Source: an optimization exercise on an open RTL-to-GDS flow (aim: small area). Production flows keep margins and buffers that such runs may drop.
RTL that was checked went through simulation tests only; none was proved equivalent to the original.
Function not checked in runs 2 and 5: the RTL went through the layout flow alone.
The clock port is modelled as an ideal driver; clocking choices that lean on that would not hold on a real chip.
Power and IR drop assume default switching activity.

--- flow/standard.sh ---
#!/bin/bash
# synth_recipe.tcl (not shown) runs the flow's synth.tcl, then flattens the netlist and writes it again
# the make line also repeats each setting of config.mk as NAME=value (left out here)
make -C /OpenROAD-flow-scripts/flow DESIGN_CONFIG=/design/flow/config.mk WORK_HOME=/design/flow/orfs CLKGATE_MAP_FILE= SYNTH_SCRIPT=/design/flow/synth_recipe.tcl "${@:-finish}"
--- flow/flow/run.sh ---
#!/bin/bash
# Layout = the standard ORFS flow (standard.sh), with these changes:
#  - synthesis maps logic with an area-oriented ABC script (flow/area.abc,
#    a 60 s &deepsyn AIG optimization, then area-oriented amap mapping);
#    the synthesis script is otherwise the standard flow's own (synth_recipe.tcl);
#  - ports are buffered with the smallest buffer (buf_1);
#  - CTS inserts no dummy loads, uses clkbuf_4 under a clkbuf_16 root;
#  - tie cells are not split per load;
#  - after CTS, fix_clk.tcl sizes each clock buffer to the smallest clkbuf
#    that keeps the slew at its loads under CLK_SLEW_TARGET.
# Each tool's output goes to its own log file in this folder.
set -euo pipefail
W=$PWD
{ head -n 1 synth_recipe.tcl; cat flow/abc_area.tcl; tail -n +2 synth_recipe.tcl; } > area_synth.tcl
sed "s#SYNTH_SCRIPT=[^ ]*#SYNTH_SCRIPT=$W/area_synth.tcl#" standard.sh > area_standard.sh
grep -q "SYNTH_SCRIPT=$W/area_synth.tcl" area_standard.sh
export AREA_ABC_SCRIPT=$W/flow/area.abc
export BUFFER_PORTS_ARGS="-buffer_cell sky130_fd_sc_hd__buf_1"
export CTS_ARGS="-sink_clustering_enable -repair_clock_nets -root_buf sky130_fd_sc_hd__clkbuf_16 -buf_list sky130_fd_sc_hd__clkbuf_4 -dont_use_dummy_load"
export SKIP_REPAIR_TIE_FANOUT=1
bash area_standard.sh cts > flow_to_cts.log 2>&1
RES_DIR=orfs/results/sky130hd/mch_codec/base CLK_SLEW_TARGET=0.1 \
  openroad -no_init -exit flow/fix_clk.tcl > fix_clk.log 2>&1
bash area_standard.sh > flow_finish.log 2>&1
--- flow/flow/area.abc ---
&get -n
&st
&deepsyn -T 60
&put
dch
amap
--- flow/design.v ---
module debounce(
    input  btnl,
    input  clk,
    input  stb,      
    input  ph2,      
    input  btn,
    output fire
    );
reg       btn0, btn1, key, rose;
reg [4:0] btn_cnt;
localparam [4:0] C29 = 5'd24, C30 = 5'd16;
assign fire = rose & ph2;
always @(posedge clk or posedge btnl)
begin
    if (btnl)
        begin
            btn0 <= 0;  btn1 <= 0;  btn_cnt <= 0;  key <= 0;
        end
    else if (stb)
        begin
            btn0 <= btn;  btn1 <= btn0;
            if (btn0 ^ btn1)
                btn_cnt <= 0;
            else if (btn_cnt != C30)
                btn_cnt <= {btn_cnt[3:0], ~(btn_cnt[4] ^ btn_cnt[2])};
            if (btn_cnt == C29)
                key <= btn1;
        end
end
always @(posedge clk)
    if (stb)
        rose <= (btn_cnt == C29) & btn1 & ~key;
endmodule
module mch_codec
(
    input   btnl,  
    input   clk,   
    input   btnr,  
    input   btnd,  
    input   [15:0] sw,
    input   rxsd,
    output  reg txsd,
    output  [6:0] seg,
    output  dp,
    output  [3:0] an,
    output  reg [15:0] led
);
assign seg = 7'b1111111;
assign dp  = 1'b0;
reg [4:0] q25p;
reg [1:0] q4p;
localparam [4:0] L0 = 5'd0, L1 = 5'd1, L21 = 5'd22, L22 = 5'd13, L23 = 5'd26, L24 = 5'd20;
wire p99 = (q4p == 2'd3) & (q25p == L24);
wire stb = (q4p == 2'd3) & (q25p == L22);
always @(posedge clk or posedge btnl)
    if (btnl)
        begin q25p <= L21;  q4p <= 2'd3; end
    else if (q25p == L24)
        begin q25p <= L0;  q4p <= q4p + 2'd1; end
    else
        q25p <= {q25p[3:0], ~(q25p[4] ^ q25p[2])};
wire start, lsel_tg;
debounce u_debounce0 (.btnl(btnl), .clk(clk), .stb(stb), .ph2(p99), .btn(btnr), .fire(start));
debounce u_debounce1 (.btnl(btnl), .clk(clk), .stb(stb), .ph2(p99), .btn(btnd), .fire(lsel_tg));
reg lsel;
assign an = {lsel, ~lsel, ~lsel, lsel};
always @(posedge clk or posedge btnl)
    if (btnl)
        lsel <= 1'b0;
    else if (lsel_tg)
        lsel <= ~lsel;
reg [6:0] u;
always @(posedge clk or posedge btnl)
    if (btnl)
        u <= 127;
    else if (start)
        u <= 4;
    else if (p99)
        u <= (u < 83) ? u + 1'b1 : 7'd127;
reg [3:0] nib;
reg       sbit;
wire      lt   = (nib < 10);
wire [3:0] low = lt ? nib : nib + 4'd7;
wire      cap  = (q4p == 3) & (q25p == L23) & (u[2:0] == 3'd6);
always @(posedge clk)
    if (cap)
        begin
            sbit <= low[0];
            case (u[4:3])
            2'd3: nib <= sw[15:12];
            2'd0: nib <= sw[11:8];
            2'd1: nib <= sw[7:4];
            default: nib <= sw[3:0];
            endcase
        end
wire [2:0] j = u[2:0];
reg        cbit;
always @*
    case (j)
    3'd0: cbit = 1'b0;
    3'd1: cbit = ~lt;
    3'd2: cbit = lt;
    3'd3: cbit = lt;
    3'd4: cbit = low[3];
    3'd5: cbit = low[2];
    3'd6: cbit = low[1];
    default: cbit = sbit;
    endcase
reg bbit;
always @*
    if (u < 24)         bbit = ~u[1];             
    else if (u < 32)    bbit = (j == 3'd5);       
    else if (u < 64)    bbit = cbit;              
    else                bbit = ~u[1];             
wire sdo = bbit ^ ~q4p[1];
always @(posedge clk or posedge btnl)
    if (btnl)
        txsd <= 1;
    else if ((q25p == L1) & q4p[0])
        begin
            if (u < 16)         txsd <= u[1];
            else if (u < 72)    txsd <= sdo;
            else if (u < 84)    txsd <= ~u[1];
            else                txsd <= 1'b1;
        end
reg       rd0, rd1, rxing;
reg       chi;
reg [4:0] clo;
reg       pl0, pl1;
reg [7:0] acnt;
reg       bad;         
reg  [6:0] tpd;                  
wire [7:0] rbyte = {tpd, ~rd0};   
wire rR = pl0 & ~pl1;
wire rF = pl1 & ~pl0;
always @(posedge clk or posedge btnl)
    if (btnl)
        begin rd0 <= 1;  rd1 <= 1; end
    else
        begin rd0 <= rxsd;  rd1 <= rd0; end
always @(posedge clk or posedge btnl)
    if (btnl)
        begin rxing <= 0;  chi <= 1; end
    else if (~rxing & rd1 & ~rd0)
        begin rxing <= 1;  chi <= 0; end
    else if (rxing)
        begin
            if (rd0 ^ rd1)
                chi <= 0;
            else if (clo == L24)
                chi <= ~chi;
            if (acnt == 170)    rxing <= 0;
        end
    else
        chi <= 1;
always @(posedge clk)
    if (~rxing | (rd0 ^ rd1) | (clo == L24))
        clo <= L0;
    else
        clo <= {clo[3:0], ~(clo[4] ^ clo[2])};
always @(posedge clk)
    begin pl0 <= chi;  pl1 <= pl0; end
always @(posedge clk)
    if (~rxing)
        acnt <= 0;
    else if (rR)                 
        acnt <= acnt + 1'b1;
always @(posedge clk)
    if (~rxing)
        bad <= 0;
    else if (rR & (((acnt < 24) & (rd0 != acnt[2])) | ((acnt == 8'd38) & (rbyte != 8'hcc))))
        bad <= 1;
reg [3:0] d0, d1, d2, d3;
reg [3:0] v;
reg       x0, x1, cm;
reg [3:0] nb0, nb1, nb2, nb3;
wire       dig   = (rbyte[7:4] == 4'h3) & (rbyte[3:0] < 10);
wire       alp   = (rbyte[7:4] == 4'h4) & (rbyte[3:0] > 0) & (rbyte[3:0] < 7);
wire       rvld  = dig | alp;
wire [3:0] rdec  = dig ? rbyte[3:0] : rbyte[3:0] + 4'd9;
always @(posedge clk)
    if (rR)
        begin
            if (~acnt[0])
                tpd <= rbyte[6:0];
            if (~acnt[7] & (acnt[3:0] == 4'd6))
                case (acnt[5:4])
                2'd0: begin d0 <= rdec;  v[0] <= rvld; end
                2'd1: begin d1 <= rdec;  v[1] <= rvld; end
                2'd2: begin d2 <= rdec;  v[2] <= rvld; end
                2'd3: begin d3 <= rdec;  v[3] <= rvld; end
                endcase
        end
always @(posedge clk or posedge btnl)
    if (btnl)
        begin x0 <= 1;  x1 <= 1;  cm <= 0; end
    else
        begin
            x0 <= pl1;  x1 <= x0;
            cm <= x1 & ~x0 & (acnt == 8'd142) & ~bad;
        end
always @(posedge clk or posedge btnl)
    if (btnl)
        begin nb0 <= 0;  nb1 <= 0;  nb2 <= 0;  nb3 <= 0; end
    else if (cm)
        begin
            if (v[0]) nb0 <= d0;
            if (v[1]) nb1 <= d1;
            if (v[2]) nb2 <= d2;
            if (v[3]) nb3 <= d3;
        end
always @(posedge clk or posedge btnl)
    if (btnl)
        led <= 0;
    else if (lsel == 0)
        led <= sw;
    else
        led <= {nb0, nb1, nb2, nb3};
endmodule
--- flow/flow/abc_area.tcl ---
# Map with an area-oriented ABC script instead of ORFS's speed script:
# the design has several ns of slack at the 10 ns clock.  Only the
# combinational mapping changes; flip-flops are mapped before abc runs.
proc abc {args} {
  set i [lsearch -exact $args -script]
  if {$i >= 0} { lset args [expr {$i + 1}] $::env(AREA_ABC_SCRIPT) }
  yosys abc {*}$args
}
--- flow/config.mk ---
export PLATFORM = sky130hd
export DESIGN_NAME = mch_codec
export DESIGN_NICKNAME = mch_codec
export VERILOG_FILES = /design/flow/design.v
export SDC_FILE = /design/flow/constraint.sdc
export NUM_CORES = 4
export LEC_CHECK = 0
export CAP_MARGIN = 20
export CORE_MARGIN = 2
export CORE_UTILIZATION = 50
export SLEW_MARGIN = 20
--- flow/constraint.sdc ---
create_clock -name core_clock -period 10.0 [get_ports {clk}]
set_input_delay 2.0000 -clock core_clock [delete_from_list [all_inputs] [get_ports {clk}]]
set_output_delay 2.0000 -clock core_clock [all_outputs]
set_load 0.01 [all_outputs]
--- flow/flow/fix_clk.tcl ---
# Resize each clock-tree buffer to the smallest clkbuf whose loads all see a
# slew below the target, leaves first, then re-legalize the placement.
set lib  $::env(FLOW_HOME)/platforms/sky130hd/lib/sky130_fd_sc_hd__tt_025C_1v80.lib
set res  $::env(RES_DIR)
set target $::env(CLK_SLEW_TARGET)
read_liberty $lib
read_db $res/4_cts.odb
read_sdc $res/4_cts.sdc
source $::env(FLOW_HOME)/platforms/sky130hd/setRC.tcl
set_propagated_clock [all_clocks]

set sizes {sky130_fd_sc_hd__clkbuf_1 sky130_fd_sc_hd__clkbuf_2 sky130_fd_sc_hd__clkbuf_4 sky130_fd_sc_hd__clkbuf_8 sky130_fd_sc_hd__clkbuf_16}

proc load_slew {inst} {
  set opin [get_pins -of_objects $inst -filter "direction == output"]
  set net [get_nets -of_objects $opin]
  set mx 0
  foreach p [get_pins -of_objects $net -filter "direction == input"] {
    set s [get_property $p slew_max]
    if {$s > $mx} {set mx $s}
  }
  return $mx
}

proc is_leaf {inst} {
  set opin [get_pins -of_objects $inst -filter "direction == output"]
  set net [get_nets -of_objects $opin]
  foreach p [get_pins -of_objects $net -filter "direction == input"] {
    set c [get_cells -of_objects $p]
    if {[string match "*clkbuf*" [get_property $c ref_name]]} {return 0}
  }
  return 1
}

set bufs [get_cells clkbuf_*]
set leaves {}
set others {}
foreach b $bufs { if {[is_leaf $b]} {lappend leaves $b} else {lappend others $b} }

foreach pass {1 2} {
  foreach b [concat $leaves $others] {
    foreach s $sizes {
      replace_cell $b $s
      estimate_parasitics -placement
      if {[load_slew $b] < $target} break
    }
  }
  detailed_placement
  estimate_parasitics -placement
}
foreach b [concat $leaves $others] {
  puts "[get_full_name $b] [get_property $b ref_name] [load_slew $b]"
}
check_placement
write_db $res/4_cts.odb
==> results of run 1 <==
critical path: cells and delay by family (launching register included):
| family | cells | cell delay (ns) |
|---|---|---|
| buffers and inverters | 2 | 0.97 |
| flip-flops | 1 | 0.60 |
report_power, final:
group	switching, mW	leakage [nW]	internal (mW)	total (mW)
Clock	0.143	0.0911	0.101	0.244
Combinational	0.0275	0.659	0.0180	0.0455
Sequential	0.0109	1.32	0.521	0.532
Total	0.181	2.07	0.640	0.821
Yosys cell counts (all sizes together):
cell / n
o21a: 2
nor4: 7
o22ai: 18
or2: 5
conb: 2
dfxtp: 16
nor3b: 1
edfxtp: 34
o41ai: 3
buf: 14
nor3: 12
o221ai: 1
dfrtp: 53
nand3: 7
o21ai: 18
o41a: 1
nand4: 6
a21oi: 25
a2111oi: 1
a31oi: 5
a311oi: 1
nand2: 44
nor2b: 5
ha: 11
or3b: 1
and3: 2
o22a: 30
clkinv: 55
o221a: 1
dfstp: 18
a211oi: 6
o211ai: 3
nor2: 47
metal layers:
layer,vias up,wire length (um)
li1,1706,-
met1,1604,4210
met2,72,4060
met3,13,458
met4,0,153
met5,-,0
final timing paths:
check / slack, ns / to / depth (start not counted) / start
max: 6.08 / an[1] / 2 / lsel$_DFFE_PP0P_
min: 0.32 / x0$_DFF_PP1_ / 0 / pl1$_DFF_P_
max reg2reg: 7.67 / txsd$_DFFE_PP1P_ / 11 / u[0]$_DFFE_PP1P_
min reg2reg: 0.32 / x0$_DFF_PP1_ / 0 / pl1$_DFF_P_
max in group asynchronous: 7.53 / led[10]$_DFF_PP0_ / 3 / btnl
min in group asynchronous: 1.89 / rxing$_DFF_PP0_ / 3 / btnl
state kept, by name, indices dropped and copies added (netlist names), 5 cells and up:
name,count
acnt,8
u,7
q25p,5
led,16
clo,5
u_debounce1.btn_cnt,5
u_debounce0.btn_cnt,5
tpd,7
logic make-up (layout without fill, tap and decap cells):
family / count (synthesis) / after routing / share of synthesized area
other: 2 / 2 / 0.00151
AND/OR/NAND/NOR: 137 / 137 / 0.122
AO/OA/AOI/OAI: 115 / 115 / 0.157
adder cells (fa/ha/maj): 11 / 11 / 0.0277
flip-flops: 121 / 121 / 0.631
buffers and inverters: 69 / 116 / 0.0604
cell usage in the layout, fill, tap and decap left out, types with 2 or more instances in the layout:
cell type and n:
a211oi_1 6, a21oi_1 25, a31oi_1 5, and3_1 2
buf_1 41, buf_4 3, clkbuf_4 14, clkbuf_8 2
clkinv_1 54, conb_1 2, dfrtp_1 53, dfstp_2 18
dfxtp_1 16, edfxtp_1 34, ha_1 11, nand2_1 44
nand3_1 7, nand4_1 6, nor2_1 47, nor2b_1 5
nor3_1 12, nor4_1 7, o211ai_1 3, o21a_1 2
o21ai_0 18, o22a_1 30, o22ai_1 18, o41ai_1 3
or2_0 5
cell type report:
class	count	area share
Clock buffer	17	0.0293
Inverter	55	0.0384
Multi-Input combinational cell	265	0.285
Sequential cell	121	0.584
Tap cell	133	0.0309
Timing Repair Buffer	44	0.0328
stage by stage:
step	total power, mW	cell area [um^2]
2_1_floorplan	0.574	4970
5_1_grt	0.863	5380
6_report	0.821	5380
4_1_cts	0.823	5370
3_5_place_dp	0.588	5220
3_3_place_gp	0.587	5220
==> impl_metrics.ini, run 1 <==
[yosys]
avgSynthCellArea_um2 = 10.9
synthTopCellsByArea = dfrtp_1, edfxtp_1, dfstp_2
yosysSeqAreaShare = 0.631
ys_seq_elements = 121
yosys.area.top_type = dfrtp_1
syn_area_mm2 = 0.00497
syn_inst = 455
ys_warn_count = 2
synth_top_area_frac = 0.267
syn_nets = 487
synth_cell_types = 34

[floorplan]
die_w_um = 104
coreArea_mm2 = 0.00973
io_pins = 50
start_util = 0.511
dieArea_mm2 = 0.0108
rows = 36
die_h_um = 104

[power_and_ir_drop]
leakage_nw = 2.07
power_density_mw_per_mm2 = 153
vdd_drop_max_mv = 0.0815

[final_layout]
fin_nets = 536
multiInputGateArea_mm2 = 0.00153
n_antenna_cell = 0
area_growth_pct = 8.17
register_area_mm2 = 0.00314
utilization = 0.553
fin_cells = 635
fillers = 872
drive_above_1_share = 0.0777

[sta]
tightestPinTransition_ns = 0.917
hold_viol = 0
maxSlewHeadroom = 0.383
setup_viol = 0
fin_setup_tns_ns = 0
finClkSkew_ns = 0.0264
slew_viol_final = 0
fin_crit_ns = 3.92
layout_setup_ws_ns = 6.08
hold_slack_ns = 0.322
rsz0062_at_grt = false
timing.fmax_mhz = 255
period_share = 0.392

[routing]
drc_errors = 0
drt_iter0_markers = 138
viasPerCell = 5.35
vias = 3395
wire_per_inst_um = 14.0
drt_pre_antenna_iters = 4
drt-total-wl_mm = 8.88
drtAntennaViolNets = 0

[clocking]
insertion_delay_ns = 0.35
clock_sinks = 121
cts_buffer_depth = 2
cts_tree = built
cts_max_level = 4
ctsHoldBuffers = 0
cts_resized = 0
cts_setup_buffers = 0
clkTransAtPathRegs_ns = 0.09
cts_buffers = 17
cts-root-buf = clkbuf_16

[placement]
dp_slack_ns = 6.49
dpl.cell_count = 618
place.gp.congestion = 0.868
dp_hpwl_mm = 6.37
portBuffers = 41

[worst_setup_path]
critPathLaunchType = flop
cp_slowest_stage_delay_ns = 0.67
path_cells = clkinv_1 > buf_1
slowest_stage = clkinv_1
critPathMaxFanout = 26
endpoint_kind = output port
cp.required_ns = 8.00
cp_data_arrival_time_ns = 1.92
crit_type = flop to output port

[grt]
grtUsageMet3 = 0.0667
use_met1 = 0.233
grt_pass1_vias = 3317
grt_pass1_wl_mm = 15.4
grt-ovfl-total = 0
grt_use_met2 = 0.279
grt_max_degree = 72
antenna_found_initial = 0
grt_usage = 0.181
grt-busiest-layer = met2

[status]
run_status = complete, no violations

[min_path]
hp-class = flop to flop

[run]
drv_cap = 0
==> run 2: changes to the inputs <==
--- a/flow/design.v
+++ b/flow/design.v
@@ -76,7 +76,7 @@
     else if (start)
         u <= 4;
     else if (p99)
-        u <= (u < 83) ? u + 1'b1 : 7'd127;
+        u <= (u[6] & u[4] & u[1] & u[0]) ? 7'd127 : u + 1'b1;    
 reg [3:0] nib;
 reg       sbit;
 wire      lt   = (nib < 10);
@@ -149,7 +149,7 @@
                 chi <= 0;
             else if (clo == L24)
                 chi <= ~chi;
-            if (acnt == 170)    rxing <= 0;
+            if (acnt[7] & acnt[5] & acnt[3] & acnt[1])  rxing <= 0;    
         end
     else
         chi <= 1;
@@ -177,7 +177,7 @@
 wire       dig   = (rbyte[7:4] == 4'h3) & (rbyte[3:0] < 10);
 wire       alp   = (rbyte[7:4] == 4'h4) & (rbyte[3:0] > 0) & (rbyte[3:0] < 7);
 wire       rvld  = dig | alp;
-wire [3:0] rdec  = dig ? rbyte[3:0] : rbyte[3:0] + 4'd9;
+wire [3:0] rdec  = rbyte[6] ? rbyte[3:0] + 4'd9 : rbyte[3:0];    
 always @(posedge clk)
     if (rR)
         begin
@@ -197,7 +197,7 @@
     else
         begin
             x0 <= pl1;  x1 <= x0;
-            cm <= x1 & ~x0 & (acnt == 8'd142) & ~bad;
+            cm <= x1 & ~x0 & acnt[7] & ~acnt[4] & acnt[3] & acnt[2] & acnt[1] & ~acnt[0] & ~bad;   
         end
 always @(posedge clk or posedge btnl)
     if (btnl)
==> run 2 against run 1 <==
Against the previous run: maximum frequency decreased by 0.58%; still clean; synthesized cell count up 1.1%; utilization grew 0.17 points; critical endpoint unchanged; clock power is 3% lower; worst hold slack got worse by 0.0044 ns; clock skew grew 0.0088 ns.
==> impl_metrics.ini, run 2 <==
[status]
run_status = complete, no violations

[yosys]
yosysSeqAreaShare = 0.627
avgSynthCellArea_um2 = 10.9
synthArstFlopShare = 0.587
synth_xor_area_frac = 0
synthTopCellsByArea = dfrtp_1, edfxtp_1, dfstp_2
synth_compound_area_frac = 0.158
ys_seq_elements = 121
synthTopCellsByCount = clkinv_1, dfrtp_1, nor2_1
synth_cell_types = 43
syn_area_mm2 = 0.00501
synth-simple-area-share = 0.118
ys_warn_count = 2
synth_edf_count = 34
synth_top_area_frac = 0.265
synth_top_family_by_area = compound AO/OA/AOI/OAI gates
synth_fa_ha_area_frac = 0.0275
syn_inst = 460
syn_nets = 492
yosysMostFrequentCell = clkinv_1
synthMuxAreaShare = 0
yosys.area.top_type = dfrtp_1
synth_ff_type = dfrtp_1

[final_layout]
fillers = 874
final_cell_mix = clkinv_1, dfrtp_1, nor2_1
final_common_cell = clkinv_1
regMostFlops = led
fin_nets = 540
utilization = 0.555
n_antenna_cell = 0
drive_above_1_share = 0.0751
area_growth_pct = 7.74
largest_reg_flops = 16
top_regs = led: 16 flops, acnt: 8 flops

[worst_setup_path]
r2r_cells = 12
cp_data_arrival_time_ns = 1.94
endpoint_kind = output port
cp.required_ns = 8.00
r2r-start = u[2]$_DFFE_PP1P_
critPathLaunchType = flop
crit_type = flop to output port
r2r_setup_slack_ns = 7.48
rr_endpoint = txsd$_DFFE_PP1P_
critPathMaxFanout = 23

[sta]
maxSlewHeadroom = 0.422
fin_crit_ns = 3.94
rsz0062_at_grt = false
setup_viol = 0
period_share = 0.394
tightestPinTransition_ns = 0.867
hold_viol = 0
timing.fmax_mhz = 254
finClkSkew_ns = 0.0352
slew_viol_final = 0
fin_setup_tns_ns = 0

[floorplan]
io_pins = 50
die_w_um = 104
coreArea_mm2 = 0.00973
start_util = 0.515
dieArea_mm2 = 0.0108
die_h_um = 104
rows = 36

[min_path]
hold_depth = 0
min_to = x0$_DFF_PP1_
min_from = pl1$_DFF_P_
hp-class = flop to flop

[routing]
top_layer = met4
drt-total-wl_mm = 8.98
wl_met2_mm = 4.12
wl_met1_mm = 4.29
drt_pre_antenna_iters = 6
wire_per_inst_um = 14.0
drtAntennaViolNets = 0
drt_iter0_markers = 129
vias = 3370
drc_errors = 0
wl_met3_um = 390
viasPerCell = 5.27

[clocking]
clkTransAtPathRegs_ns = 0.09
cts_tree = built
cts_buffer_depth = 2
cts_resized = 0
insertion_delay_ns = 0.35
cts_setup_buffers = 0
ctsHoldBuffers = 0
cts-root-buf = clkbuf_16
cts_max_level = 4
clock_sinks = 121
cts_buffers = 17

[grt]
grt_usage = 0.180
grt_max_degree = 72
grt_pass1_vias = 3224
grt-ovfl-total = 0
antenna_found_initial = 0
grt_pass1_wl_mm = 15.4

[power_and_ir_drop]
power_density_mw_per_mm2 = 163
vdd_drop_max_mv = 0.0965
leakage_nw = 2.09

[run]
drv_cap = 0

[placement]
portBuffers = 41
place.gp.congestion = 0.929
dp_hpwl_mm = 6.40
[run 2: changes by cell type in the layout (fill, tap and decap cells not counted), moves of 3 or more]
cell	before	now
o22a_1	30	7
o221ai_1	1	4
a22o_1	0	13
a22oi_1	0	4
o211ai_1	3	0
nand2_1	44	34
a211oi_1	6	2
or2_0	5	8
nor2_1	47	50
o21a_1	2	5
nor4_1	7	3
clkinv_1	54	65
[run 2: through the flow]
stage                     setup slack [ns]  total power [mW]  area (um^2)  std cells  hold slack [ns]
after floorplan                       6.67             0.629         5010        460            0.297
after global placement                6.50             0.651         5250        622            0.301
after detailed placement              6.42             0.654         5250        622            0.305
after CTS                             6.04             0.890         5400        639            0.319
after global routing                  5.91             0.933         5400        639            0.332
final                                 6.06             0.879         5400        639            0.318
[run 2: per-layer routing]
metal	track usage	vias up
met1	0.242	1555
met3	0.0539	16
met5	0	-
met4	0.0637	0
met2	0.279	75
li1	-	1724
[run 2: worst max path at each step]
| stage | from | to | slack, ns | cells past startpoint |
|---|---|---|---|---|
| floorplan | lsel$_DFFE_PP0P_ | an[2] | 6.67 | 2 |
| global placement | lsel$_DFFE_PP0P_ | an[1] | 6.50 | 2 |
| detailed placement | lsel$_DFFE_PP0P_ | an[1] | 6.42 | 2 |
| CTS | lsel$_DFFE_PP0P_ | an[1] | 6.04 | 2 |
| global route | lsel$_DFFE_PP0P_ | an[1] | 5.91 | 2 |
| finish | lsel$_DFFE_PP0P_ | an[1] | 6.06 | 2 |
[run 2: power by group]
group / switching, mW / total, mW / internal (mW)
Combinational: 0.0497 / 0.0786 / 0.0289
Sequential: 0.0221 / 0.564 / 0.542
Clock: 0.143 / 0.236 / 0.0931
[run 2: area by class of cell]
class | count | area, um^2 | area share
inverters | 66 | 248 | 0.0459
flip-flops and latches | 121 | 3140 | 0.582
well taps | 133 | 166 | 0.0308
repair buffers | 43 | 169 | 0.0313
multi-input cells | 259 | 1530 | 0.283
clock buffers | 17 | 146 | 0.0271
[run 2: worst max-delay path: stages, from the launching register on]
cell and delay (ns):
dfrtp_1 0.66, clkinv_1 0.65, buf_1 0.29
[run 2: kinds of logic (layout without fill, tap and decap cells)]
kind of cell	after synthesis	in the layout
and+or+nand+nor	130	130
DFF	121	121
AOI/OAI and AO/OA	116	116
buffers and inverters	80	126
adders and majority gates	11	11
other	2	2
==> run 3: changes to the inputs <==
--- a/flow/design.v
+++ b/flow/design.v
@@ -70,13 +70,14 @@
     else if (lsel_tg)
         lsel <= ~lsel;
 reg [6:0] u;
-always @(posedge clk or posedge btnl)
-    if (btnl)
-        u <= 127;
+wire      idle = (u[6:2] == 5'd0);       
+always @(posedge clk or posedge btnl)
+    if (btnl)
+        u <= 0;
     else if (start)
         u <= 4;
-    else if (p99)
-        u <= (u[6] & u[4] & u[1] & u[0]) ? 7'd127 : u + 1'b1;    
+    else if (p99 & ~idle)
+        u <= (u[6] & u[4] & u[1] & u[0]) ? 7'd0 : u + 1'b1;      
 reg [3:0] nib;
 reg       sbit;
 wire      lt   = (nib < 10);
@@ -118,10 +119,10 @@
         txsd <= 1;
     else if ((q25p == L1) & q4p[0])
         begin
-            if (u < 16)         txsd <= u[1];
+            if (idle)           txsd <= 1'b1;
+            else if (u < 16)    txsd <= u[1];
             else if (u < 72)    txsd <= sdo;
-            else if (u < 84)    txsd <= ~u[1];
-            else                txsd <= 1'b1;
+            else                txsd <= ~u[1];
         end
 reg       rd0, rd1, rxing;
 reg       chi;
--- a/flow/config.mk
+++ b/flow/config.mk
@@ -8,4 +8,5 @@
 export CAP_MARGIN = 20
 export CORE_MARGIN = 2
 export CORE_UTILIZATION = 50
+export GPL_TIMING_DRIVEN = 0
 export SLEW_MARGIN = 20
==> run 3 against run 2 <==
Against the previous run: cell area up 0.67%; wire length down 0.39%; maximum frequency down 5.3%; first-iteration DRC count down 26%; sequential share of layout area down 0.55 points; combinational power down 42%; sequential power down 5.7%; flip-flop and latch count unchanged; utilization up 0.63 points; largest power group unchanged; cell count up 0.78%.
==> impl_metrics.ini, run 3 <==
[routing]
drc_errors = 0
drtAntennaViolNets = 0
drt_pre_antenna_iters = 4
wire_per_inst_um = 13.9
vias = 3362
drt-total-wl_mm = 8.94
drt_iter0_markers = 96
viasPerCell = 5.22

[sta]
fin_crit_ns = 4.16
fin_setup_tns_ns = 0
slew_viol_final = 0
timing.fmax_mhz = 240
rsz0062_at_grt = false
maxSlewHeadroom = 0.262
period_share = 0.416
finClkSkew_ns = 0.0353
tightestPinTransition_ns = 1.10
hold_viol = 0
setup_viol = 0

[yosys]
synth_cell_types = 39
syn_inst = 452
syn_nets = 484
ys_seq_elements = 121
synth_ff_type = dfrtp_1
yosys.area.top_type = dfrtp_1
yosysMostFrequentCell = dfrtp_1
synth_top_area_frac = 0.304
ys_warn_count = 2
avgSynthCellArea_um2 = 10.9
syn_area_mm2 = 0.00494
synthTopCellsByCount = dfrtp_1, clkinv_1, nor2_1
yosysSeqAreaShare = 0.634
synth_edf_count = 34
synthTopCellsByArea = dfrtp_1, edfxtp_1, dfxtp_1
synthArstFlopShare = 0.587

[grt]
antenna_found_initial = 0
grt_pass1_vias = 3282
grt_max_degree = 72
grt-ovfl-total = 0
grt_usage = 0.182
grt_pass1_wl_mm = 14.8

[power_and_ir_drop]
power_density_mw_per_mm2 = 151
vdd_drop_max_mv = 0.0859
leakage_nw = 2.12

[final_layout]
register_area_mm2 = 0.00313
final_common_cell = dfrtp_1
final_cell_mix = dfrtp_1, clkinv_1, nor2_1
utilization = 0.561
largest_reg_flops = 16
drive_above_1_share = 0.0822
regMostFlops = led
fillers = 874
fin_nets = 545
multiInputGateArea_mm2 = 0.00151
top_regs = led: 16 flops, acnt: 8 flops
n_antenna_cell = 0
area_growth_pct = 10.0

[worst_setup_path]
r2r_setup_slack_ns = 7.39
cp-startpoint = lsel$_DFFE_PP0P_
crit_type = flop to output port
critPathLaunchType = flop
rr_endpoint = u_debounce0.btn_cnt[0]$_DFFE_PP0P_
cp.required_ns = 8.00
cp_data_arrival_time_ns = 2.16
r2r_cells = 7
r2r-start = q4p[0]$_DFFE_PP1P_
endpoint_kind = output port
critPathMaxFanout = 20

[run]
drv_cap = 0

[min_path]
hp-class = flop to flop
hold_depth = 0
min_to = x0$_DFF_PP1_
min_from = pl1$_DFF_P_

[clocking]
cts-root-buf = clkbuf_16
cts_buffer_depth = 2
cts_setup_buffers = 0
ctsHoldBuffers = 0
clkTransAtPathRegs_ns = 0.08
cts_resized = 0
cts_max_level = 4
cts_buffers = 17
clock_sinks = 121
cts_tree = built
insertion_delay_ns = 0.35

[placement]
portBuffers = 41
place.gp.congestion = 0.797
dp_hpwl_mm = 6.48

[floorplan]
coreArea_mm2 = 0.00968
die_w_um = 103
start_util = 0.510
die_h_um = 103
dieArea_mm2 = 0.0107
rows = 36
io_pins = 50

[status]
run_status = complete, no violations
-- run 3: changes by cell type in the layout (fill, tap and decap cells not counted), sizes merged, moves of 5 or more --
cell / change
and3: +7
nor3: +5
clkinv: -10
dfstp: -7
a211oi: +5
dfrtp: +7
nor2b: -5
nand2: +5
buf: +13
-- run 3: per-layer routing --
| layer | wire [um] | GRT usage | up-vias |
|---|---|---|---|
| li1 | - | - | 1708 |
| met1 | 4330 | 0.236 | 1558 |
| met2 | 4050 | 0.289 | 87 |
| met3 | 440 | 0.0504 | 9 |
| met4 | 113 | 0.0800 | 0 |
| met5 | 0 | 0 | - |
-- run 3: power breakdown --
group	leakage [nW]	switching, mW	internal [mW]
Clock	0.0928	0.142	0.102
Combinational	0.693	0.0272	0.0182
Sequential	1.34	0.0110	0.521
-- run 3: worst max-delay path by stage --
stage                                                    end  slack, ns
after detailed placement                               an[2]       6.20
after global routing                                   an[2]       5.66
after floorplan                                        an[2]       6.65
final                                                  an[2]       5.84
after global placement    u_debounce0.btn_cnt[0]$_DFFE_PP0P_       5.96
after CTS                                              an[2]       5.83
-- run 3: final cells by class --
| class | count | share of cell area |
|---|---|---|
| Buffer | 14 | 0.0173 |
| Clock buffer | 17 | 0.0292 |
| Inverter | 55 | 0.0389 |
| Multi-Input combinational cell | 262 | 0.278 |
| Sequential cell | 121 | 0.576 |
| Tap cell | 133 | 0.0306 |
| Timing Repair Buffer | 42 | 0.0292 |
-- run 3: worst max-delay path: stages, from the launching register on --
cell	delay, ns
dfrtp_1	0.73
clkinv_1	0.65
buf_4	0.32
buf_1	0.12
-- run 3: through the flow --
stage / worst slack [ns] / hold WS (ns) / cell area, um^2 / total power [mW] / cells
floorplan: 6.65 / 0.297 / 4940 / 0.573 / 452
global placement: 5.96 / 0.303 / 5260 / 0.587 / 626
detailed placement: 6.20 / 0.306 / 5280 / 0.589 / 627
CTS: 5.83 / 0.318 / 5420 / 0.822 / 644
global route: 5.66 / 0.328 / 5430 / 0.864 / 644
finish: 5.84 / 0.317 / 5430 / 0.821 / 644
-- run 3: logic make-up (layout without fill, tap and decap cells) --
family | count (synthesis) | after routing | synth area share
adder cells (fa/ha/maj) | 11 | 11 | 0.0279
buffers and inverters | 69 | 128 | 0.0608
flip-flops | 121 | 121 | 0.634
AND/OR/NAND/NOR | 135 | 135 | 0.123
AO/OA/AOI/OAI | 114 | 114 | 0.153
other | 2 | 2 | 0.00152
==> run 4: changes to the inputs <==
--- a/flow/config.mk
+++ b/flow/config.mk
@@ -8,5 +8,4 @@
 export CAP_MARGIN = 20
 export CORE_MARGIN = 2
 export CORE_UTILIZATION = 50
-export GPL_TIMING_DRIVEN = 0
 export SLEW_MARGIN = 20
==> run 4 against run 3 <==
Against the previous run: worst hold slack gained 0.00093 ns; cell count shrank 2.0%; maximum frequency grew 4.1%; critical path type unchanged; critical endpoint unchanged; largest power group unchanged.
==> impl_metrics.ini, run 4 <==
[status]
run_status = complete, no violations

[yosys]
yosysMostFrequentCell = dfrtp_1
avgSynthCellArea_um2 = 10.9
yosysSeqAreaShare = 0.634
synth_edf_count = 34
synth_cell_types = 39
synthArstFlopShare = 0.587
ys_warn_count = 2
syn_area_mm2 = 0.00494
syn_inst = 452
synthTopCellsByArea = dfrtp_1, edfxtp_1, dfxtp_1
syn_nets = 484
ys_seq_elements = 121
synth_top_area_frac = 0.304
synth_ff_type = dfrtp_1
yosys.area.top_type = dfrtp_1
synthTopCellsByCount = dfrtp_1, clkinv_1, nor2_1

[routing]
drtAntennaViolNets = 0
drt_pre_antenna_iters = 4
drc_errors = 0
drt-total-wl_mm = 8.85
wire_per_inst_um = 14.0
drt_iter0_markers = 82
vias = 3362
viasPerCell = 5.33

[sta]
hold_viol = 0
tightestPinTransition_ns = 0.905
hold_slack_ns = 0.318
layout_setup_ws_ns = 6.00
fin_crit_ns = 4.00
fin_setup_tns_ns = 0
finClkSkew_ns = 0.0266
setup_viol = 0
timing.fmax_mhz = 250
maxSlewHeadroom = 0.397
period_share = 0.400
rsz0062_at_grt = false
slew_viol_final = 0

[worst_setup_path]
r2r_cells = 9
critPathMaxFanout = 20
crit_type = flop to output port
cp_data_arrival_time_ns = 2.00
r2r_setup_slack_ns = 7.69
cp-startpoint = lsel$_DFFE_PP0P_
critPathLaunchType = flop
r2r-start = u[1]$_DFFE_PP0P_
slowest_stage = dfrtp_1
rr_endpoint = txsd$_DFFE_PP1P_
path_cells = clkinv_1 > buf_1
cp.required_ns = 8.00
critPathCapture = an[2]
endpoint_kind = output port
cp_slowest_stage_delay_ns = 0.72

[clocking]
cts-root-buf = clkbuf_16
ctsHoldBuffers = 0
clkTransAtPathRegs_ns = 0.08
cts_tree = built
cts_max_level = 4
cts_resized = 0
clock_sinks = 121
insertion_delay_ns = 0.35
cts_buffers = 17
cts_setup_buffers = 0
cts_buffer_depth = 2

[placement]
placed_area_mm2 = 0.00519
dp_slack_ns = 6.38
place.gp.congestion = 0.795
dp_hpwl_mm = 6.30
portBuffers = 41

[final_layout]
final_common_cell = dfrtp_1
area_growth_pct = 8.21
multiInputGateArea_mm2 = 0.00152
postLayoutCellArea_mm2 = 0.00534
register_area_mm2 = 0.00313
n_antenna_cell = 0
largest_reg_flops = 16
fillers = 880
final_cell_mix = dfrtp_1, clkinv_1, nor2_1
top_regs = led: 16 flops, acnt: 8 flops
regMostFlops = led
drive_above_1_share = 0.0663
fin_nets = 532

[grt]
grt_max_degree = 72
grt_usage = 0.181
grt_pass1_vias = 3008
antenna_found_initial = 0
grt_pass1_wl_mm = 14.4
grt-ovfl-total = 0

[power_and_ir_drop]
leakage_nw = 2.07
power_mw = 0.815
vdd_drop_max_mv = 0.0972
power_density_mw_per_mm2 = 153

[floorplan]
io_pins = 50
dieArea_mm2 = 0.0107
rows = 36
start_util = 0.510
die_h_um = 103
die_w_um = 103
coreArea_mm2 = 0.00968

[min_path]
hp-class = flop to flop

[run]
drv_cap = 0
run 4: cell type report:
cell class / instances / area share
Tap cell: 133 / 0.0311
Inverter: 55 / 0.0386
Timing Repair Buffer: 43 / 0.0316
Multi-Input combinational cell: 262 / 0.284
Sequential cell: 121 / 0.586
Clock buffer: 17 / 0.0283
run 4: cell families after synthesis:
family,share of synthesized area
compound gates,0.153
fa+ha+maj,0.0279
buf+inv,0.0608
flops,0.634
other cells,0.00152
simple gates,0.123
run 4: power breakdown:
group / switching, mW / leakage, nW / internal, mW
sequential: 0.0111 / 1.34 / 0.521
clock: 0.142 / 0.0885 / 0.0970
combinational: 0.0273 / 0.645 / 0.0167
run 4: worst min path at each step:
| stage | startpoint | end | slack, ns | depth (start not counted) |
|---|---|---|---|---|
| floorplan | pl1$_DFF_P_ | x0$_DFF_PP1_ | 0.30 | 0 |
| global placement | pl1$_DFF_P_ | x0$_DFF_PP1_ | 0.30 | 0 |
| detailed placement | pl1$_DFF_P_ | x0$_DFF_PP1_ | 0.30 | 0 |
| CTS | pl1$_DFF_P_ | x0$_DFF_PP1_ | 0.32 | 0 |
| global route | pl1$_DFF_P_ | x0$_DFF_PP1_ | 0.33 | 0 |
| finish | pl1$_DFF_P_ | x0$_DFF_PP1_ | 0.32 | 0 |
run 4: through the flow:
stage	instances	utilization
after floorplan	452	-
after global placement	614	0.536
after detailed placement	614	0.536
after CTS	631	0.551
after global routing	631	0.552
final	631	0.552
run 4: critical path, delay by kind of cell, from the launching register on:
family,cells,cell delay [ns]
buf+inv,2,0.94
flops,1,0.72
run 4: routing by layer:
| layer | global-route usage | part of all wire |
|---|---|---|
| met2 | 0.264 | 0.45 |
| met4 | 0.0800 | 0.020 |
| met3 | 0.0645 | 0.051 |
| met5 | 0 | 0 |
| met1 | 0.245 | 0.48 |
==> run 5: changes to the inputs <==
--- a/flow/design.v
+++ b/flow/design.v
@@ -49,13 +49,17 @@
 assign dp  = 1'b0;
 reg [4:0] q25p;
 reg [1:0] q4p;
+wire q_l1  = ~q25p[4] & ~q25p[2] & ~q25p[1] &  q25p[0];    
+wire q_l22 = ~q25p[4] &  q25p[3] & ~q25p[1] &  q25p[0];    
+wire q_l23 =  q25p[4] &  q25p[3] & ~q25p[2] & ~q25p[0];    
+wire q_l24 =  q25p[4] & ~q25p[3] & ~q25p[1] & ~q25p[0];    
 localparam [4:0] L0 = 5'd0, L1 = 5'd1, L21 = 5'd22, L22 = 5'd13, L23 = 5'd26, L24 = 5'd20;
-wire p99 = (q4p == 2'd3) & (q25p == L24);
-wire stb = (q4p == 2'd3) & (q25p == L22);
+wire p99 = (q4p == 2'd3) & q_l24;
+wire stb = (q4p == 2'd3) & q_l22;
 always @(posedge clk or posedge btnl)
     if (btnl)
         begin q25p <= L21;  q4p <= 2'd3; end
-    else if (q25p == L24)
+    else if (q_l24)
         begin q25p <= L0;  q4p <= q4p + 2'd1; end
     else
         q25p <= {q25p[3:0], ~(q25p[4] ^ q25p[2])};
@@ -70,19 +74,18 @@
     else if (lsel_tg)
         lsel <= ~lsel;
 reg [6:0] u;
-wire      idle = (u[6:2] == 5'd0);       
-always @(posedge clk or posedge btnl)
-    if (btnl)
-        u <= 0;
+always @(posedge clk or posedge btnl)
+    if (btnl)
+        u <= 127;
     else if (start)
         u <= 4;
-    else if (p99 & ~idle)
-        u <= (u[6] & u[4] & u[1] & u[0]) ? 7'd0 : u + 1'b1;      
+    else if (p99)
+        u <= (u[6] & u[4] & u[1] & u[0]) ? 7'd127 : u + 1'b1;    
 reg [3:0] nib;
 reg       sbit;
 wire      lt   = (nib < 10);
 wire [3:0] low = lt ? nib : nib + 4'd7;
-wire      cap  = (q4p == 3) & (q25p == L23) & (u[2:0] == 3'd6);
+wire      cap  = (q4p == 3) & q_l23 & (u[2:0] == 3'd6);
 always @(posedge clk)
     if (cap)
         begin
@@ -117,16 +120,17 @@
 always @(posedge clk or posedge btnl)
     if (btnl)
         txsd <= 1;
-    else if ((q25p == L1) & q4p[0])
-        begin
-            if (idle)           txsd <= 1'b1;
-            else if (u < 16)    txsd <= u[1];
+    else if (q_l1 & q4p[0])
+        begin
+            if (u < 16)         txsd <= u[1];
             else if (u < 72)    txsd <= sdo;
-            else                txsd <= ~u[1];
+            else if (u < 84)    txsd <= ~u[1];
+            else                txsd <= 1'b1;
         end
 reg       rd0, rd1, rxing;
 reg       chi;
 reg [4:0] clo;
+wire      c_l24 = clo[4] & ~clo[3] & ~clo[1] & ~clo[0];    
 reg       pl0, pl1;
 reg [7:0] acnt;
 reg       bad;         
@@ -148,14 +152,14 @@
         begin
             if (rd0 ^ rd1)
                 chi <= 0;
-            else if (clo == L24)
+            else if (c_l24)
                 chi <= ~chi;
             if (acnt[7] & acnt[5] & acnt[3] & acnt[1])  rxing <= 0;    
         end
     else
         chi <= 1;
 always @(posedge clk)
-    if (~rxing | (rd0 ^ rd1) | (clo == L24))
+    if (~rxing | (rd0 ^ rd1) | c_l24)
         clo <= L0;
     else
         clo <= {clo[3:0], ~(clo[4] ^ clo[2])};
==> run 5 against run 4 <==
Against the previous run: still clean on timing, DRC and antenna; global-route usage rose by 0.67 points; first-iteration DRC count rose by 84%; synthesized cell count grew 6.9%.
==> impl_metrics.ini, run 5 <==
[floorplan]
dieArea_mm2 = 0.0108
die_w_um = 104
start_util = 0.514
coreArea_mm2 = 0.00973
rows = 36
io_pins = 50
die_h_um = 104

[yosys]
synth_xor_area_frac = 0.00175
synth_top_area_frac = 0.265
yosysSeqAreaShare = 0.628
synth_edf_count = 34
synth_compound_area_frac = 0.129
synth_cell_types = 40
synthArstFlopShare = 0.587
yosysMostFrequentCell = clkinv_1
synth-simple-area-share = 0.135
synthTopCellsByArea = dfrtp_1, edfxtp_1, dfstp_2
avgSynthCellArea_um2 = 10.4
synth_top_family_by_area = simple AND/OR/NAND/NOR gates
syn_area_mm2 = 0.00500
synth_fa_ha_area_frac = 0.0300
ys_seq_elements = 121
syn_nets = 516
synthMuxAreaShare = 0
synth_ff_type = dfrtp_1
syn_inst = 483
yosys.area.top_type = dfrtp_1
synthTopCellsByCount = clkinv_1, nor2_1, dfrtp_1
ys_warn_count = 2

[routing]
drt-total-wl_mm = 9.22
drt_iter0_markers = 151
drtAntennaViolNets = 0
viasPerCell = 5.19
wire_per_inst_um = 13.9
vias = 3444
drc_errors = 0
drt_pre_antenna_iters = 4

[worst_setup_path]
path_cells = clkinv_1 > buf_1
r2r_setup_slack_ns = 7.32
r2r_cells = 10
crit_type = flop to output port
endpoint_kind = output port
critPathMaxFanout = 11
cp.required_ns = 8.00
cpLargestDelayFamily = buffers and inverters
cp_data_arrival_time_ns = 1.39
critPathLaunchType = flop
rr_endpoint = u[5]$_DFFE_PP1P_
cp_slowest_stage_delay_ns = 0.47
r2r-start = q25p[4]$_DFF_PP1_
slowest_stage = dfrtp_1
cp_num_buf_inv = 2

[sta]
rsz0062_at_grt = false
setup_viol = 0
tightestPinTransition_ns = 0.903
finClkSkew_ns = 0.0256
timing.fmax_mhz = 295
maxSlewHeadroom = 0.398
fin_setup_tns_ns = 0
slew_viol_final = 0
layout_setup_ws_ns = 6.61
period_share = 0.339
fin_crit_ns = 3.39
hold_viol = 0

[power_and_ir_drop]
power_density_mw_per_mm2 = 153
leakage_nw = 2.08
p_sw_mw = 0.188
vdd_drop_max_mv = 0.0817
power.internal_mw = 0.640
power_mw = 0.828
p_clk_frac = 0.296
comb_power_share = 0.058
p_seq_frac = 0.647
swShare = 0.227

[min_path]
min_to = x0$_DFF_PP1_
hold_depth = 0
min_from = pl1$_DFF_P_
hp-class = flop to flop

[clocking]
cts_buffers = 17
insertion_delay_ns = 0.35
cts_setup_buffers = 0
cts_max_level = 4
cts_tree = built
cts-root-buf = clkbuf_16
cts_buffer_depth = 2
cts_resized = 0
clkTransAtPathRegs_ns = 0.07
ctsHoldBuffers = 0
clock_sinks = 121

[placement]
dp_hpwl_mm = 6.55
dp_slack_ns = 6.95
portBuffers = 41
placed_area_mm2 = 0.00526
place.gp.congestion = 0.869

[final_layout]
final_common_cell = clkinv_1
fin_nets = 565
fillers = 884
final_cell_mix = clkinv_1, nor2_1, dfrtp_1
top_regs = led: 16 flops, acnt: 8 flops
largest_reg_flops = 16
regMostFlops = led
n_antenna_cell = 0
area_growth_pct = 8.31
postLayoutCellArea_mm2 = 0.00542
drive_above_1_share = 0.0774

[grt]
grt_pass1_wl_mm = 15.9
grt_max_degree = 72
antenna_found_initial = 0
grt_usage = 0.188
grt-ovfl-total = 0
grt_pass1_vias = 3372

[status]
run_status = complete, no violations

[run]
drv_cap = 0
run 5: cell types whose count changed after synthesis, sizes merged, moves of 4 or more:
cell,previous run,this run
a21oi,26,31
nand2,39,45
o21a,5,1
o22ai,17,22
o21ai,21,30
a22o,12,0
nor2,47,55
dfstp,11,18
o22a,9,0
clkinv,55,74
dfrtp,60,53
and3,8,1
run 5: worst register-to-register path, delay by kind of cell, from the launching register on:
kind / cells / cell delay, ns
flops: 1 / 0.55
simple gates: 7 / 1.75
compound gates: 1 / 0.11
buf+inv: 2 / 0.22
run 5: how the worst max path moves through the flow:
stage,startpoint,end,cells past startpoint
finish,lsel$_DFFE_PP0P_,an[2],2
global route,lsel$_DFFE_PP0P_,an[2],2
CTS,lsel$_DFFE_PP0P_,an[1],2
detailed placement,lsel$_DFFE_PP0P_,an[1],2
global placement,lsel$_DFFE_PP0P_,an[1],2
floorplan,lsel$_DFFE_PP0P_,an[2],2
run 5: power groups by stage:
stage	Clock, mW	Combinational (mW)	Sequential, mW
3_3_place_gp	0	0.0471	0.545
3_5_place_dp	0	0.0488	0.546
2_1_floorplan	0	0.0342	0.545
5_1_grt	0.278	0.0563	0.538
6_report	0.245	0.0476	0.536
4_1_cts	0.247	0.0489	0.536
run 5: metal layers:
metal,global-route usage,share of wire,vias up
met2,0.288,0.45,87
met5,0,0,-
li1,-,-,1754
met4,0.0811,0.016,0
met3,0.0583,0.048,18
met1,0.248,0.49,1585
run 5: layout make-up:
| cell class | instances | area [um^2] | share of cell area |
|---|---|---|---|
| Multi-Input combinational cell | 274 | 1500 | 0.277 |
| Tap cell | 133 | 166 | 0.0307 |
| Inverter | 74 | 278 | 0.0513 |
| Sequential cell | 121 | 3140 | 0.580 |
| Clock buffer | 17 | 155 | 0.0287 |
| Timing Repair Buffer | 44 | 176 | 0.0326 |
run 5: cells by family (layout without fill, tap and decap cells):
kind of cell	after synthesis	in the layout
xor gates and xnor gates	1	1
buffers and inverters	88	135
adders and majority gates	12	12
other	2	2
and+or+nand+nor	151	151
DFF	121	121
AOI/OAI and AO/OA	108	108
run 5: metrics by stage:
step,std cells,hold slack (ns),util
3_5_place_dp,646,0.307,0.541
2_1_floorplan,483,0.297,-
4_1_cts,663,0.323,0.556
5_1_grt,663,0.323,0.557
3_3_place_gp,646,0.302,0.540
6_report,663,0.317,0.557

==> afterwards: timing with drivers on the ports <==
Ports are ideal in the flow. The routed layouts listed here were re-timed in OpenROAD. Step 1, drivers: a clkbuf_16 drives clk and a buf_2 each remaining input, both assumed. Step 2 moves the port delays by t, midway between the first and last clock arrival at a register: inputs arrive t later, outputs are due t later. That takes back most of the time a late clock gives input paths. Slacks: ideal / step 1 / step 2; pairs: ideal / step 1.
run | t (ns) | slack for setup (ns) | worst setup path after step 2 | worst slew at a driven data input, ns
run 1 | 0.370 | 6.082 / 6.046 / 6.416 | register to output | 0.04
run 2 | 0.364 | 6.059 / 6.022 / 6.387 | register to output | 0.04
run 3 | 0.370 | 5.841 / 5.802 / 6.172 | register to output | 0.03
run 4 | 0.377 | 6.005 / 5.968 / 6.345 | register to output | 0.03
run 5 | 0.371 | 6.614 / 6.578 / 6.949 | register to output | 0.04
After both steps every run listed still meets setup and hold.
